This design comes from an exercise in tuning for small area and a short achievable clock period on the open sky130 flow, not from production work.
In this exercise RTL edits were held to simulation tests only and were not proved equivalent to the original.
No activity file was given, so power comes from the tool's default toggle rates.

--- flow/design.v ---
module nbit_mux(MuxIn,    
                MuxOut,   
					 MuxSel);  
parameter SELECT_WIDTH = 1;
input  [2 ** SELECT_WIDTH-1:0] MuxIn;
input  [SELECT_WIDTH-1:0] MuxSel;
output MuxOut;
assign MuxOut = MuxIn[MuxSel];
endmodule
module nbit_demux(DeMuxIn,    
                  DeMuxOut,   
						DeMuxSel);  
parameter SELECT_WIDTH = 3;
input  DeMuxIn;
input  [SELECT_WIDTH-1:0] DeMuxSel;
output [2 ** SELECT_WIDTH-1:0] DeMuxOut;
wire [2 ** SELECT_WIDTH-1:0] select;
generate
	genvar i;  
	assign select[2 ** SELECT_WIDTH-1:0] = 2 ** DeMuxSel[SELECT_WIDTH-1:0];
	for(i= 0;i< 2 ** SELECT_WIDTH;i= i+1)
	begin:demux_loop
		assign DeMuxOut[i] = DeMuxIn & select[i];
	end	
endgenerate
endmodule
module DFF(D,      
           Q,      
			  Write,  
			  Reset,  
			  Clk);   
	input D;
	input Write;
	input Reset;
	input Clk;
	output Q;
	reg data;
	assign Q= data;
	always @ (posedge Clk)
	if (Reset) begin
		data <= 1'b0;
	end  else begin
		if(Write)
			data <= D; 
	end
endmodule
module nbit_reg(nD,     
                nQ,     
					 Write,  
					 Reset,  
					 Clk);   
	parameter DATA_WIDTH = 32;
	input signed [DATA_WIDTH-1:0] nD;
	input Write;
	input Reset;
	input Clk;
	output signed [DATA_WIDTH-1:0] nQ;
	DFF DFFs[DATA_WIDTH-1:0] (nD, nQ, Write, Reset, Clk);
endmodule
module nbit_register_file(WriteData,    
                          ReadData1,    
                          ReadData2,    
                          ReadSelect1,  
                          ReadSelect2,  
                          WriteSelect,  
                          WriteEnable,  
                          Reset,        
                          Clk);         
parameter REG_SELECT_WIDTH = 5;
parameter DATA_WIDTH = 32;
input [DATA_WIDTH-1:0]       WriteData;
input [REG_SELECT_WIDTH-1:0] ReadSelect1;
input [REG_SELECT_WIDTH-1:0] ReadSelect2;
input [REG_SELECT_WIDTH-1:0] WriteSelect;
input WriteEnable;
input Reset;
input Clk;
output [DATA_WIDTH-1:0] ReadData1;
output [DATA_WIDTH-1:0] ReadData2;
wire [2 ** REG_SELECT_WIDTH-1:0] w_reg_to_outmux [DATA_WIDTH-1:0];
wire [2 ** REG_SELECT_WIDTH-1:0] w_write_select;
generate
	genvar k;  
	for(k= 0;k< DATA_WIDTH;k= k+1)
	begin:mux_loop
		nbit_mux #(REG_SELECT_WIDTH) nbitmuxes1 (w_reg_to_outmux[k], ReadData1[k], ReadSelect1);
		nbit_mux #(REG_SELECT_WIDTH) nbitmuxes2 (w_reg_to_outmux[k], ReadData2[k], ReadSelect2);
	end
endgenerate
nbit_demux #(REG_SELECT_WIDTH) writeselect (WriteEnable, w_write_select, WriteSelect);
generate
	genvar i,j;  
	for(i= 0;i< DATA_WIDTH;i= i+1)
	begin:reg_loop1
		 for(j= 0;j< 2 ** REG_SELECT_WIDTH;j= j+1)
		 begin:reg_loop2
			 DFF DFFS (WriteData[i],w_reg_to_outmux[i][j],w_write_select[j],Reset,Clk);
		 end
	end
endgenerate
endmodule
`timescale 1ns / 1ps
module sign_extender(
	input[15:0] numberIn,
	output[31:0] numberOut
    );
	assign numberOut[31:16] = {16{numberIn[15]}};
	assign numberOut[15:0] = numberIn[15:0];
endmodule
`timescale 1ns / 1ps
module pcSourceMUX(currentPC, ID_PC, PCSource, newPC);
	input signed [31:0] currentPC, ID_PC;
	input PCSource;
	output [31:0] newPC;
	function	signed [31:0] f_newPC;
		input signed [31:0] currentPC, ID_PC;
		input PCSource;
		begin
			case(PCSource)
				0: f_newPC = currentPC;
				1: f_newPC = ID_PC;
			endcase
		end
	endfunction
	assign newPC = f_newPC(currentPC,ID_PC,PCSource);
endmodule
`timescale 1ns / 1ps
module JumpAndBranchLogic(
	input[31:0] instructions,Rs,Rt,
	input signed [31:0] PCplusOne,
	input signed [31:0] SE_Imm,
	output signed [31:0] ID_PC,
	output PCSource
    );
	function f_PCSource;
		input[31:0]Rs;
		input[31:0]Rt;
		input[5:0] opcode;
		begin
			f_PCSource = 1'b0;  
			if(opcode == 6'b000001) begin
				f_PCSource = 1'b1;
			end else if(opcode[5:2] == 4'b1000) begin
				if(opcode[1:0] == 2'b00 && Rs == Rt) begin  
					f_PCSource = 1'b1;
				end else if(opcode[1:0] == 2'b01 && Rs != Rt) begin  
					f_PCSource = 1'b1;
				end else if(opcode[1:0] == 2'b10 && Rs < Rt) begin  
					f_PCSource = 1'b1;
				end else if(opcode[1:0] == 2'b11 && Rs <= Rt) begin  
					f_PCSource = 1'b1;
				end
			end else begin
				f_PCSource = 1'b0;
			end
		end
	endfunction
	assign PCSource= f_PCSource(Rs,Rt,instructions[31:26]);
	function   signed [31:0]f_ID_PC;
		input[31:0] instructions;
		input signed [31:0]  PCplusOne;
		input signed [31:0]  SE_Imm;
		begin 
			f_ID_PC = 0;  
			if(instructions[31:26] == 6'b000001) begin
				f_ID_PC = {PCplusOne[31:26], instructions[25:0]};
			end else if(instructions[31:28] == 4'b1000) begin
				if(instructions[27:26] == 2'b00 && Rs == Rt) begin  
					f_ID_PC = $signed(PCplusOne) + $signed(SE_Imm);
				end else if(instructions[27:26] == 2'b01 && Rs != Rt) begin  
					f_ID_PC = $signed(PCplusOne) + $signed(SE_Imm);
				end else if(instructions[27:26] == 2'b10 && Rs < Rt) begin  
					f_ID_PC = $signed(PCplusOne) + $signed(SE_Imm);
				end else if(instructions[27:26] == 2'b11 && Rs <= Rt) begin  
					f_ID_PC = $signed(PCplusOne) + $signed(SE_Imm);
				end
			end else begin
				f_ID_PC = 0;  
			end
		end
	endfunction
	assign ID_PC = f_ID_PC(instructions,PCplusOne,SE_Imm);
endmodule
`timescale 1ns / 1ps
module ID_Controller(
	input [31:0] instructions,
	output [31:0] controls
	);
	 function [31:0] f_controls;
		input [31:0] instructions;
		begin
			if(instructions[31:29] == 3'b010) begin
				f_controls[31:28] = instructions[29:26];
				f_controls[27:25] = 0;
				f_controls[24:22] = 0;
				f_controls[21] = 0;
				f_controls[20] = 0;
				f_controls[19] = 1;
				f_controls[18:0] = 0;
			end else if(instructions[31:29] == 3'b100) begin
				f_controls = 0;
			end else if(instructions[31:29] == 3'b110) begin
				f_controls[31:28] = instructions[29:26];
				f_controls[27:25] = 3'b000;
				if(instructions[28] == 0 || instructions[28:26] == 3'b111) begin
					f_controls[24:22] = 3'b010;
				end else begin
					f_controls[24:22] = 3'b001;
				end
				f_controls[21] = 0;
				f_controls[20] = 0;
				f_controls[19] = 1;
				f_controls[18:0] = 0;
			end else if(instructions[31:29] == 3'b111) begin  
				f_controls[31:28] = instructions[29:26];
				f_controls[27:25] = 3'b000;
				f_controls[24:22] = 3'b001;
				f_controls[21:0] = 0;
				if(instructions[28] == 1) begin
					f_controls[21] = 1;
				end else begin
					f_controls[19] = 1;
				end
				if(instructions[31:26] == 6'b111011) begin
					f_controls[20] = 1;
				end
			end else begin
				f_controls = 0;
			end
		end
	 endfunction
	assign controls = f_controls(instructions);
endmodule
`timescale 1ns / 1ps
module readSelect_SELECTOR(
	input[31:0] instructions,
	output[4:0] readSelect1, readSelect2
    );
	function[4:0] f_RS1;
		input[31:0] instructions;
		begin
			if(instructions[31:29] == 3'b010 || instructions[31:29] == 3'b110) begin
				f_RS1 = instructions[20:16];
			end else begin
				f_RS1 = instructions[25:21];
			end
		end
	endfunction
	function[4:0] f_RS2;
		input[31:0] instructions;
		begin
			if(instructions[31:29] == 3'b010) begin
				f_RS2 = instructions[15:11];
			end else begin
				f_RS2 = instructions[20:16];
			end
		end
	endfunction
	assign readSelect1 = f_RS1(instructions);
	assign readSelect2 = f_RS2(instructions);
endmodule
`timescale 1ns / 1ps
module EX_MUX(
	input[31:0] i0,i1,i2,i3,i4,
	input [2:0] control,
	output[31:0] out
    );
	 function [31:0] f_out;
		input [31:0] i0,i1,i2,i3,i4;
		input[2:0] control;
		begin
			if(control == 3'b000) begin
				f_out = i0;	
			end else if(control == 3'b001) begin
				f_out = i1;
			end else if(control == 3'b010) begin
				f_out = i2;
			end else if(control == 3'b011) begin
				f_out = i3;
			end else begin
				f_out = i4;
			end
		end
	endfunction
	assign out = f_out(i0,i1,i2,i3,i4,control);
endmodule
`timescale 1ns / 1ps
module ALU(
	input[31:0] A,B,
	input [3:0]ALUOp,
	output [31:0] C
    );
	 function[31:0] f_ALU;
	 input[31:0] A,B;
	 input[3:0] ALUOp;
		begin
			if(ALUOp[3] == 1'b0) begin
				if(ALUOp == 4'b0000) begin
					f_ALU = A;
				end else if(ALUOp == 4'b0001) begin
					f_ALU = ~A;
				end else if(ALUOp == 4'b0010) begin
					f_ALU = A + B;
				end else if(ALUOp == 4'b0011) begin
					f_ALU = A - B;
				end else if(ALUOp == 4'b0100) begin
					f_ALU = A | B;
				end else if(ALUOp == 4'b0101) begin
					f_ALU = A & B;
				end else if(ALUOp == 4'b0110) begin
					f_ALU = A ^ B;
				end else if(ALUOp == 4'b0111) begin
					f_ALU = (($signed(A) < $signed(B))? 1:0);	
				end
			end else if(ALUOp[3] == 1'b1) begin
				if(ALUOp == 4'b1001) begin  
					f_ALU = {A[31:16],B[15:0]};
				end else if(ALUOp == 4'b1010) begin  
					f_ALU = {B[15:0],A[15:0]};
				end else if(ALUOp == 4'b1011) begin  
					f_ALU = B;
				end else begin  
					f_ALU = A;
				end
			end 
		end
	 endfunction
	assign C = f_ALU(A,B,ALUOp);
endmodule
module DMem(WriteData,    
            MemData,      
            Address,      
            MemWrite,     
            Clk);         
parameter ADDRESS_WIDTH = 16;
parameter DATA_WIDTH = 32;
input [DATA_WIDTH-1:0]       WriteData;
input [ADDRESS_WIDTH-1:0]    Address;
input MemWrite;
input Clk;
output [DATA_WIDTH-1:0] MemData;
reg [DATA_WIDTH-1:0] mem_contents [ADDRESS_WIDTH-1:0];
integer i;
assign MemData= mem_contents[Address[3:0]];
always @(posedge Clk)
begin
	if(MemWrite)
	begin
		mem_contents[Address[3:0]]<= WriteData;
	end
end
endmodule
`timescale 1ns / 1ps
module IF(
	input PCWrite,  
	input Reset,Clk,
	input PCSource,  
	input signed [31:0]ID_PC,  
	input [31:0] IMemData,  
	output signed [31:0] PCtoID,
	output [31:0] instructions,
	output signed [31:0] PCtoInsMem
    );
	wire	[31:0]	PCInput;
	nbit_reg	#(32)	PC (PCInput,PCtoInsMem,PCWrite,Reset,Clk);
	assign instructions = IMemData;
	assign PCtoID = $signed(PCtoInsMem) + 1'b1; 
	pcSourceMUX		PCMUX	(PCtoID, ID_PC, PCSource, PCInput);  
endmodule
`timescale 1ns / 1ps
module ID(writeData,readData1,readData2,writeSelect,writeEnable,Reset,Clk,instructions,IF_ID_PC,ID_PC,controls,locations,PCSource,SE_Imm,readSelect1,readSelect2);
	parameter REG_SELECT_WIDTH = 5;
	parameter DATA_WIDTH = 32;
	input [DATA_WIDTH-1:0]       writeData,instructions;
	input[4:0] readSelect1,readSelect2;
	input [REG_SELECT_WIDTH-1:0] writeSelect;
	input	[31:0] IF_ID_PC;
	input writeEnable;
	input Reset;
	input Clk;
	output [DATA_WIDTH-1:0] readData1;
	output [DATA_WIDTH-1:0] readData2;
	output [31:0] ID_PC;
	output [31:0] controls;
	output [25:0] locations;
	output [31:0] SE_Imm;
	output PCSource;
	nbit_register_file REG_FILE (writeData,readData1,readData2,readSelect1,
											readSelect2,writeSelect,writeEnable,Reset,Clk);
	ID_Controller CONTROL(instructions,controls);
	wire [31:0] SE_Imm;
	sign_extender SE (instructions[15:0], SE_Imm);
	JumpAndBranchLogic JABL(instructions,readData1,readData2,IF_ID_PC,SE_Imm,ID_PC,PCSource);
	assign locations = instructions[25:0];
endmodule
`timescale 1ns / 1ps
module EX(
	input [31:0] data1,data2,controls,
	input [25:0] locations,
	output[31:0] ALUOut,
	output[31:0] ImmMemAddress,
	output[31:0] MUXA_OUT,
	output[4:0] EX_DEST
);
	assign EX_DEST = locations[25:21];
	wire[31:0] SE_Imm;
	sign_extender SE (locations[15:0], SE_Imm);
	EX_MUX	MUXA	(data1,0,0,0,0,controls[27:25],MUXA_OUT);
	EX_MUX	MUXB	(data2,{16'b0,locations[15:0]},SE_Imm,0,0,controls[24:22],ImmMemAddress);
	ALU	EX_ALU(MUXA_OUT,ImmMemAddress,controls[31:28], ALUOut);
endmodule
`timescale 1ns / 1ps
module MEM(
	input Clk,
	input[31:0] ALUOut,MemoryWriteData,Controls,
	output[31:0]out_MemoryData
    );
	DMem	DATA_MEMORY (ALUOut,out_MemoryData,MemoryWriteData,Controls[21],Clk);
endmodule
`timescale 1ns / 1ps
module WB(
	input[31:0] ALUOut, MemoryOut, Controls,
	output[31:0] writeBackData,
	output regWrite
    );
	 function[31:0] f_WBD;
		input[31:0] ALUOut, MemoryOut, Controls;
		begin
			if(Controls[20] == 0) begin
				f_WBD = ALUOut;
			end else begin
				f_WBD = MemoryOut;
			end
		end
	endfunction
	function f_regWrite;
		input[31:0] Controls;
		begin
			if(Controls[19] == 1'b1) begin
				f_regWrite = 1;
			end else begin
				f_regWrite = 0;
			end
		end
	endfunction
	assign writeBackData = f_WBD(ALUOut,MemoryOut,Controls);
	assign regWrite = f_regWrite(Controls);
endmodule
`timescale 1ns / 1ps
module CPU(
	input tempPCWrite, Reset, Clk, tempPCSource, tempGeneralWrite,
	input [31:0] tempID_PC,
	input [31:0] IMemData,
	output [31:0] PCtoInsMem,
	output [31:0] PCtoID,
	output [31:0] IFinstructions,
	output [31:0] IF_ID_PC,
	output [31:0] IF_ID_INSTRUCTIONS,
	input [31:0] tempWriteData,
	input [5:0] tempWriteSelect,
	output [31:0] readData1, readData2, controls,
	output signed [31:0] ID_PC,
	output PCSource,
	output [25:0] locations,
	output [31:0] SE_Imm,
	output [4:0] rs1, rs2,
	output [31:0] ID_EX_Rdata1, ID_EX_Rdata2, ID_EX_Controls,
	output [25:0] ID_EX_Locations,
	output [31:0] tempALUOut, ImmMemData, MUXA_Out, EX_MEM_ImmMemData,
	output [4:0] EX_DEST,
	output [31:0] EX_MEM_CONTROLS, EX_MEM_ALUOut,
	output [4:0] EX_MEM_DEST,
	output [31:0] MEM_MemoryOut,
	output [31:0] MEM_WB_CONTROLS, MEM_WB_ALUout, MEM_WB_MemoryOut,
	output [4:0] MEM_WB_DEST,
	output [31:0] WB_writeBackData,
	output WB_RegWrite
	);
	wire GW = tempGeneralWrite;
	function [4:0] f_rs1;
		input [31:0] ins;
		f_rs1 = (ins[31:29] == 3'b010 || ins[31:29] == 3'b110) ? ins[20:16] : ins[25:21];
	endfunction
	function [4:0] f_rs2;
		input [31:0] ins;
		f_rs2 = (ins[31:29] == 3'b010) ? ins[15:11] : ins[20:16];
	endfunction
	function [31:0] f_controls;
		input [5:0] op;
		begin
			f_controls = 32'b0;
			if (op[5:3] == 3'b010) begin
				f_controls[31:28] = op[3:0];
				f_controls[19] = 1'b1;
			end else if (op[5:3] == 3'b110) begin
				f_controls[31:28] = op[3:0];
				f_controls[24:22] = (op[2] == 1'b0 || op[2:0] == 3'b111) ? 3'b010 : 3'b001;
				f_controls[19] = 1'b1;
			end else if (op[5:3] == 3'b111) begin
				f_controls[31:28] = op[3:0];
				f_controls[24:22] = 3'b001;
				f_controls[21] = op[2];
				f_controls[19] = ~op[2];
				f_controls[20] = (op[2:0] == 3'b011);
			end
		end
	endfunction
	function [31:0] f_muxb;
		input [31:0] rd2;
		input [15:0] imm;
		input [2:0] sel;
		begin
			case (sel)
				3'b000: f_muxb = rd2;
				3'b001: f_muxb = {16'b0, imm};
				3'b010: f_muxb = {{16{imm[15]}}, imm};
				default: f_muxb = 32'b0;
			endcase
		end
	endfunction
	function [31:0] f_rf_read;
		input [31:0] sel;
		input [1023:0] rf;
		integer j;
		begin
			f_rf_read = 32'b0;
			for (j = 0; j < 32; j = j + 1)
				f_rf_read = f_rf_read | (rf[32*j +: 32] & {32{sel[j]}});
		end
	endfunction
	function [31:0] f_alu;
		input [31:0] A, B;
		input [3:0] op;
		begin
			case (op)
				4'b0000: f_alu = A;
				4'b0001: f_alu = ~A;
				4'b0010: f_alu = A + B;
				4'b0011: f_alu = A - B;
				4'b0100: f_alu = A | B;
				4'b0101: f_alu = A & B;
				4'b0110: f_alu = A ^ B;
				4'b0111: f_alu = {31'b0, $signed(A) < $signed(B)};
				4'b1001: f_alu = {A[31:16], B[15:0]};
				4'b1010: f_alu = {B[15:0], A[15:0]};
				4'b1011: f_alu = B;
				default: f_alu = A;
			endcase
		end
	endfunction
	reg [31:0] PC, PCp1;
	assign PCtoInsMem = PC;
	assign PCtoID = PCp1;
	assign IFinstructions = IMemData;
	genvar g;
	reg [31:0] ifid_pc, ifid_ins;
	assign IF_ID_PC = ifid_pc;
	assign IF_ID_INSTRUCTIONS = ifid_ins;
	wire [5:0] op = ifid_ins[31:26];
	assign rs1 = f_rs1(ifid_ins);
	assign rs2 = f_rs2(ifid_ins);
	assign controls = f_controls(op);
	assign locations = ifid_ins[25:0];
	assign SE_Imm = {{16{ifid_ins[15]}}, ifid_ins[15:0]};
	reg [31:0] R1, R2;    
	assign readData1 = R1;
	assign readData2 = R2;
	reg [7:0] grp_eq, grp_lt;
	reg [4:0] btype;
	wire [4:0] n_btype = {IMemData[31:26] == 6'b000001, IMemData[31:26] == 6'b100000,
	                      IMemData[31:26] == 6'b100001, IMemData[31:26] == 6'b100010,
	                      IMemData[31:26] == 6'b100011};
	wire taken_out, taken;
	br_taken BRO (grp_eq, grp_lt, btype, taken_out);
	br_taken BRI (grp_eq, grp_lt, btype, taken);
	assign PCSource = taken_out;
	reg [31:0] target;
	wire [31:0] br_target;
	add32 TADD (PCp1, {{16{IMemData[15]}}, IMemData[15:0]}, br_target);
	wire [31:0] n_target = (IMemData[31:26] == 6'b000001) ? {PCp1[31:26], IMemData[25:0]} : br_target;
	assign ID_PC = taken_out ? target : 32'b0;
	wire [31:0] id_B = f_muxb(R2, ifid_ins[15:0], controls[24:22]);
	wire [31:0] id_alu = f_alu(R1, id_B, controls[31:28]);
	wire wr = WB_RegWrite;
	wire [4:0] wsel = MEM_WB_DEST;
	wire [31:0] wd = WB_writeBackData;
	wire [31:0] rf_wd = Reset ? 32'b0 : wd;
	wire [31:0] rf [0:31];
	wire [1023:0] rf_flat;
	generate
		for (g = 0; g < 32; g = g + 1) begin : regs
			reg [31:0] r;
			always @(posedge Clk)
				if (Reset | (wr & (wsel == g)))
					r <= rf_wd;
			assign rf[g] = r;
			assign rf_flat[32*g+31:32*g] = r;
		end
	endgenerate
	wire [31:0] rd1_raw, rd2_raw;
	wire cls_ri = (IMemData[31:29] == 3'b010) | (IMemData[31:29] == 3'b110);
	wire cls_r = (IMemData[31:29] == 3'b010);
	wire [31:0] sel1, sel2;
	dec_sel DEC1 (IMemData[20:16], IMemData[25:21], cls_ri, sel1);
	dec_sel DEC2 (IMemData[15:11], IMemData[20:16], cls_r, sel2);
	assign rd1_raw = f_rf_read(sel1, rf_flat);
	assign rd2_raw = f_rf_read(sel2, rf_flat);
	wire [4:0] n_rs1 = cls_ri ? IMemData[20:16] : IMemData[25:21];
	wire [4:0] n_rs2 = cls_r ? IMemData[15:11] : IMemData[20:16];
	wire [31:0] n_rd1 = (wr & (wsel == n_rs1)) ? wd : rd1_raw;
	wire [31:0] n_rd2 = (wr & (wsel == n_rs2)) ? wd : rd2_raw;
	wire [31:0] h_rd1 = (wr & (wsel == rs1)) ? wd : R1;
	wire [31:0] h_rd2 = (wr & (wsel == rs2)) ? wd : R2;
	wire [31:0] z_rd = (wr & (wsel == 5'd0)) ? wd : rf[0];
	wire [31:0] E1 = Reset ? 32'b0 : taken ? z_rd : GW ? n_rd1 : h_rd1;
	wire [31:0] E2 = Reset ? 32'b0 : taken ? z_rd : GW ? n_rd2 : h_rd2;
	wire [7:0] n_geq, n_glt, h_geq, h_glt;
	generate
		for (g = 0; g < 8; g = g + 1) begin : grp
			cmp4 CN (n_rd1[4*g+3:4*g], n_rd2[4*g+3:4*g], n_geq[g], n_glt[g]);
			cmp4 CH (h_rd1[4*g+3:4*g], h_rd2[4*g+3:4*g], h_geq[g], h_glt[g]);
		end
	endgenerate
	reg [31:0] idex_rd1, idex_rd2, idex_ctl, idex_alu;
	reg [25:0] idex_loc;
	assign ID_EX_Rdata1 = idex_rd1;
	assign ID_EX_Rdata2 = idex_rd2;
	assign ID_EX_Controls = idex_ctl;
	assign ID_EX_Locations = idex_loc;
	assign MUXA_Out = idex_rd1;
	assign ImmMemData = f_muxb(idex_rd2, idex_loc[15:0], idex_ctl[24:22]);
	assign tempALUOut = idex_alu;
	assign EX_DEST = idex_loc[25:21];
	reg [31:0] exmem_ctl, exmem_alu, exmem_imm;
	reg [4:0] exmem_dest;
	assign EX_MEM_CONTROLS = exmem_ctl;
	assign EX_MEM_ALUOut = exmem_alu;
	assign EX_MEM_ImmMemData = exmem_imm;
	assign EX_MEM_DEST = exmem_dest;
	wire dm_we = exmem_ctl[21];
	wire [3:0] dm_wa = exmem_imm[3:0];
	wire [31:0] dm [0:15];
	generate
		for (g = 0; g < 16; g = g + 1) begin : dmem
			reg [31:0] m;
			always @(posedge Clk)
				if (dm_we & (dm_wa == g))
					m <= exmem_alu;
			assign dm[g] = m;
		end
	endgenerate
	reg [31:0] mem_out;
	wire [3:0] n_dm_a = Reset ? 4'd0 : GW ? ImmMemData[3:0] : dm_wa;
	wire [31:0] n_mem_out = (dm_we & (dm_wa == n_dm_a)) ? exmem_alu : dm[n_dm_a];
	assign MEM_MemoryOut = mem_out;
	reg [31:0] memwb_ctl, memwb_alu, memwb_mem;
	reg [4:0] memwb_dest;
	assign MEM_WB_CONTROLS = memwb_ctl;
	assign MEM_WB_ALUout = memwb_alu;
	assign MEM_WB_MemoryOut = memwb_mem;
	assign MEM_WB_DEST = memwb_dest;
	assign WB_writeBackData = memwb_ctl[20] ? memwb_mem : memwb_alu;
	assign WB_RegWrite = memwb_ctl[19];
	wire [31:0] target_p1, PCp1_p1;
	inc32 INCT (target, target_p1);
	inc32 INCP (PCp1, PCp1_p1);
	wire [31:0] n_PC = Reset ? 32'b0 : tempPCWrite ? (taken ? target : PCp1) : PC;
	always @(posedge Clk) begin
		PC <= n_PC;
		if (Reset)
			PCp1 <= 32'd1;
		else if (tempPCWrite)
			PCp1 <= taken ? target_p1 : PCp1_p1;
		if (Reset | taken) begin
			ifid_pc <= 32'b0;
			ifid_ins <= 32'b0;
			btype <= 5'b0;
		end else if (GW) begin
			ifid_pc <= PCp1;
			ifid_ins <= IMemData;
			btype <= n_btype;
		end
		R1 <= E1;
		R2 <= E2;
		if (Reset | taken) begin
			grp_eq <= 8'hff;
			grp_lt <= 8'h00;
		end else if (GW) begin
			grp_eq <= n_geq;
			grp_lt <= n_glt;
		end else begin
			grp_eq <= h_geq;
			grp_lt <= h_glt;
		end
		if (Reset | taken)
			target <= 32'b0;
		else if (GW)
			target <= n_target;
		mem_out <= n_mem_out;
		if (Reset) begin
			idex_rd1 <= 32'b0;
			idex_rd2 <= 32'b0;
			idex_ctl <= 32'b0;
			idex_loc <= 26'b0;
			idex_alu <= 32'b0;
			exmem_ctl <= 32'b0;
			exmem_alu <= 32'b0;
			exmem_imm <= 32'b0;
			exmem_dest <= 5'b0;
			memwb_ctl <= 32'b0;
			memwb_alu <= 32'b0;
			memwb_mem <= 32'b0;
			memwb_dest <= 5'b0;
		end else if (GW) begin
			idex_rd1 <= R1;
			idex_rd2 <= R2;
			idex_ctl <= controls;
			idex_loc <= ifid_ins[25:0];
			idex_alu <= id_alu;
			exmem_ctl <= idex_ctl;
			exmem_alu <= idex_alu;
			exmem_imm <= ImmMemData;
			exmem_dest <= EX_DEST;
			memwb_ctl <= exmem_ctl;
			memwb_alu <= exmem_alu;
			memwb_mem <= MEM_MemoryOut;
			memwb_dest <= exmem_dest;
		end
	end
endmodule
module br_taken(input [7:0] ge, input [7:0] gl, input [4:0] bt, output taken);
	wire [3:0] e1 = {ge[7] & ge[6], ge[5] & ge[4], ge[3] & ge[2], ge[1] & ge[0]};
	wire [3:0] l1 = {gl[7] | (ge[7] & gl[6]), gl[5] | (ge[5] & gl[4]),
	                 gl[3] | (ge[3] & gl[2]), gl[1] | (ge[1] & gl[0])};
	wire [1:0] e2 = {e1[3] & e1[2], e1[1] & e1[0]};
	wire [1:0] l2 = {l1[3] | (e1[3] & l1[2]), l1[1] | (e1[1] & l1[0])};
	wire eq = e2[1] & e2[0];
	wire lt = l2[1] | (e2[1] & l2[0]);
	assign taken = bt[4] | (bt[3] & eq) | (bt[2] & ~eq) | (bt[1] & lt) | (bt[0] & (lt | eq));
endmodule
module cmp4(input [3:0] a, input [3:0] b, output eq, output lt);
	assign eq = (a == b);
	assign lt = (a < b);
endmodule
module dec_sel(input [4:0] a, input [4:0] b, input s, output [31:0] sel);
	genvar i;
	generate
		for (i = 0; i < 32; i = i + 1) begin : dec
			assign sel[i] = s ? (a == i) : (b == i);
		end
	endgenerate
endmodule
module add32(input [31:0] a, input [31:0] b, output [31:0] y);
	assign y = a + b;
endmodule
module inc32(input [31:0] a, output [31:0] y);
	assign y = a + 32'd1;
endmodule
--- flow/run.sh ---
#!/bin/bash
# synth_recipe.tcl (not shown) runs the flow's synth.tcl, then flattens the netlist and writes it again
# the make line also repeats each setting of config.mk as NAME=value (left out here)
make -C /OpenROAD-flow-scripts/flow DESIGN_CONFIG=/design/flow/config.mk WORK_HOME=/design/flow/orfs CLKGATE_MAP_FILE= SYNTH_SCRIPT=/design/flow/synth_recipe.tcl finish
--- flow/config.mk ---
export PLATFORM = sky130hd
export DESIGN_NAME = CPU
export DESIGN_NICKNAME = CPU
export VERILOG_FILES = /design/flow/design.v
export SDC_FILE = /design/flow/constraint.sdc
export NUM_CORES = 4
export LEC_CHECK = 0
export CAP_MARGIN = 20
export CORE_MARGIN = 2
export CORE_UTILIZATION = 45
export SETUP_SLACK_MARGIN = 5
export SLEW_MARGIN = 20
export SYNTH_HIERARCHICAL = 1
export SYNTH_MINIMUM_KEEP_SIZE = 0
export TNS_END_PERCENT = 0
--- flow/constraint.sdc ---
create_clock -name core_clock -period 11.0 [get_ports {Clk}]
set_input_delay 2.2000 -clock core_clock [delete_from_list [all_inputs] [get_ports {Clk}]]
set_output_delay 2.2000 -clock core_clock [all_outputs]
set_load 0.01 [all_outputs]
==> run notes <==
-- worst register-to-register path, stage by stage, from the launching register on --
cell and delay, ns:
dfxtp_1 0.48, nand2b_1 0.65, a211oi_2 0.68, and2_1 0.21, buf_4 0.26, a21oi_1 0.15
ha_1 0.52, or3_4 0.45, or4_4 0.45, o2111ai_2 0.30, nor3_2 0.11, a2111oi_2 0.45
o22a_2 0.29, a21oi_1 0.09, o221ai_1 0.54, a211oi_1 0.15
-- modules after synthesis, one instance, submodules excluded --
module / times used / cell area [um2]
add32: 1 / 1690
cmp4: 16 / 103
dec_sel: 2 / 616
CPU: 1 / 91900
br_taken: 2 / 138
inc32: 2 / 653
-- state kept, by name, summed over array words and instances, names as in the netlist, 26 cells and up --
signal	flops
regs.r	1024
dmem.m	512
PC	32
PCp1	32
R1	32
R2	32
exmem_alu	32
exmem_imm	32
idex_alu	32
idex_rd1	32
idex_rd2	32
ifid_ins	32
ifid_pc	32
mem_out	32
memwb_alu	32
memwb_mem	32
target	32
idex_loc	26
-- power by group through the flow --
stage / registers (W) / logic [W] / clock network, W
floorplan: 0.00916 / 0.00135 / 0
global placement: 0.00929 / 0.00249 / 0
detailed placement: 0.00930 / 0.00250 / 0
CTS: 0.00913 / 0.00253 / 0.00786
global route: 0.00916 / 0.00273 / 0.00817
finish: 0.00916 / 0.00263 / 0.00786
-- what timing repair did --
item	4_1_cts	5_1_grt
cloned	1	0
hold buffers	0	0
pin swaps	17	3
setup endpoints to repair	98	36
setup buffers	31	8
resized for setup	60	26
-- layout make-up --
| cell class | instances | share of cell area |
|---|---|---|
| sequential | 2100 | 0.487 |
| antenna | 17 | 0.000361 |
| tap | 2854 | 0.0303 |
| clock inverter | 109 | 0.0130 |
| timing repair buffer | 1177 | 0.0949 |
| clock buffer | 299 | 0.0514 |
| multi-input combinational | 5082 | 0.315 |
| inverter | 244 | 0.00781 |
| timing repair inverter | 1 | 0.0000637 |
-- cells by family after synthesis --
kind of cell,synth area share
adders and majority gates,0.0254
DFF,0.586
xor gates and xnor gates,0.0112
and+or+nand+nor,0.0885
buffers and inverters,0.0510
AOI/OAI and AO/OA,0.180
muxes,0.0584
other,0.0000383
-- through the flow --
stage	area [um2]	setup slack, ns
finish	118000	4.66
floorplan	98400	5.14
global route	118000	4.77
global placement	109000	2.86
CTS	118000	4.74
detailed placement	109000	2.77
-- layer usage --
layer  global-route usage  up-vias  part of all wire
met2                0.612     7445              0.43
met1                0.520    41300              0.35
met4                0.286       22             0.085
li1                     -    33000                 -
met3                0.137     2022              0.14
met5              0.00541        -           0.00065
-- cell usage in the layout, fill, tap and decap left out, types with 53 or more instances in the layout --
master           instances
xnor2_1                 86
clkbuf_16              221
nand4_1                257
nand2_1                278
inv_1                  241
a22oi_1                608
nor3_1                  77
a21oi_1                315
nor2_1                 723
conb_1                  92
a22oi_2                 63
nand3_1                 60
edfxtp_1              1536
dfxtp_1                561
ha_1                   194
clkdlybuf4s50_1        786
a22o_1                 329
mux2i_1                543
o22ai_1                 95
o21ai_0                114
a211oi_1               108
and2_1                  53
buf_4                  347
a221oi_1               308
-- path summary, 6_finish.rpt --
kind | from | cells after the start | to | slack (ns)
worst max-delay path | IMemData[31] | 16 | grp_eq[5]$_SDFF_PP1_ | 4.66
worst min-delay path | PC[22]$_SDFFE_PP0P_ | 2 | PC[22]$_SDFFE_PP0P_ | 0.49
worst max register to register | ifid_ins[29]$_SDFFE_PP0P_ | 15 | idex_alu[0]$_SDFFE_PP0P_ | 5.07
worst min register to register | PC[22]$_SDFFE_PP0P_ | 2 | PC[22]$_SDFFE_PP0P_ | 0.49
==> results.cfg <==
[outcome]
status = timing/DRC/antenna clean

[worst_setup_path]
worst_setup_path_end_kind = flop
crit_type = in2reg
critPathTopFamily = buffers and inverters
crit_path_cell_trace = clkdlybuf4s50_1, nor2_4, buf_6, nand4bb_1, a22oi_2, buf_4, buf_4, a22o_1, a221oi_1, nand4_1, nor3_2, mux2i_1, ha_1, and4_1, mux2i_2, nand2_1
crit_path_top_delay_cell = clkdlybuf4s50_1
worstPathArrival_ns = 7.05
crit_path_start_kind = input port
required_ns = 11.72
cp_max_fo = 35
path_common_cell = buf_4
max_stage_delay_ns = 0.71
critPathBufInv = 4

[cells_and_area]
fin_util = 0.544
nFillCells = 18300
syn2layout_area_growth_pct = 20.3
fin_nets = 9128
finalNonFillerCells = 11900
multiInputGateArea_um2 = 37100
drive_gt1_frac = 0.115
seqCellArea_um2 = 57400

[timing]
skew_ns = 0.0754
worst_pin_slew_ns = 1.20
fmax_mhz = 158
finalSetupViolCount = 0
timing.slew.headroom = 0.197
finalCriticalPeriod_ns = 6.34
timing.hold.ws_ns = 0.486
fin_crit_sh = 0.576
tns_ns = 0
maxSlewViolCount = 0
finalHoldViolCount = 0
rsz0062_at_grt = true

[floorplan]
fp.dieW_um = 471
die_area_um2 = 222000
start_util = 0.452
dieHeight_um = 471
core-area_um2 = 217000
ios = 954
fp-row-count = 171

[power_and_ir_drop]
irDropWorstVdd_v = 0.000178
total_power_w = 0.0196
power_density_nw_per_um2 = 167
switching_share = 0.280
p_int_w = 0.0142
p_sw_w = 0.00550
clockPowerShare = 0.400
p_seq_frac = 0.466
cellLeakagePower_nw = 42.4
comb_power_share = 0.134

[synthesis]
synth.most_common_cell = edfxtp_1
netlist_instances = 8135
netlist.area_leader.share = 0.471
ys_top_cells_by_count = edfxtp_1 (1536), nor2_1 (738), a22oi_1 (670), dfxtp_1 (564), mux2i_1 (554)
ys_seq_area_frac = 0.586
synth_ff_type = edfxtp_1
async_flop_share = 0
yosys.area.top_type = edfxtp_1
netlist_area_um2 = 98000
syn_avg_cell_area_um2 = 12.0
synth.distinct_cells = 114
synthTopCellsByArea = edfxtp_1 (47%), dfxtp_1 (12%), mux2i_1 (5.7%)
synth_seq_cells = 2100
synth_edf_count = 1536
ys_warn_count = 7

[global_route]
grt.overflow.total = 0
track_usage = 0.417
grt_pass1_vias = 76700
antenna_found_initial = 28
grt_max_degree = 99
grt_pass1_wl_um = 644000

[clock_tree]
cts_root_buffer = clkbuf_16
clock_path_buffers = 3
cts.clk_slew.worst_paths_ns = 0.06
cts-buffers-inserted = 218
cts_sinks = 2100
cts.htree.levels = 4
cts_tree = built
clock_latency_ns = 0.92

[job]
cap_violations = 0

[placed_design]
place_hpwl_um = 307000
globalplace.congestion = 1.00
numPortBuffers = 790
numPlacedInstances = 11400

[route]
viasPerCell = 7.04
drc = 0
drt_first_iter_violations = 14800
wl_per_cell_um = 40.5
routed-via-count = 83700
firstDrtPassIters = 10
ant_nets = 0
wl_um = 481000

[min_path]
holdCritPathClass = reg2reg

[static timing again, ports no longer ideal]
The flow's constraints put no driver on any port. The routed layout listed below was extracted and timed again, unchanged, in two steps. Step 1: set_driving_cell puts a clkbuf_16 on Clk and a buf_2 on each other input, an assumption about the parent block. Step 2 times the ports against the registers' clock, not the clock port: input delays grow and output delays shrink by t, the midpoint of the rising clock arrivals with the driver on. Three values: ideal ports, drivers, drivers and shift; two values: the first two.
shift t [ns]: 0.984
slack for setup (ns): 4.661 / 4.660 / 3.757
hold slack, ns: 0.486 / 0.486 / 0.486
worst setup path after step 2: input to register
pins driven straight from the clock port: 1
After both steps setup and hold are still met in this run. For this run, drivers alone change the setup slack by -0.001 ns; drivers and shift together by -0.904 ns.
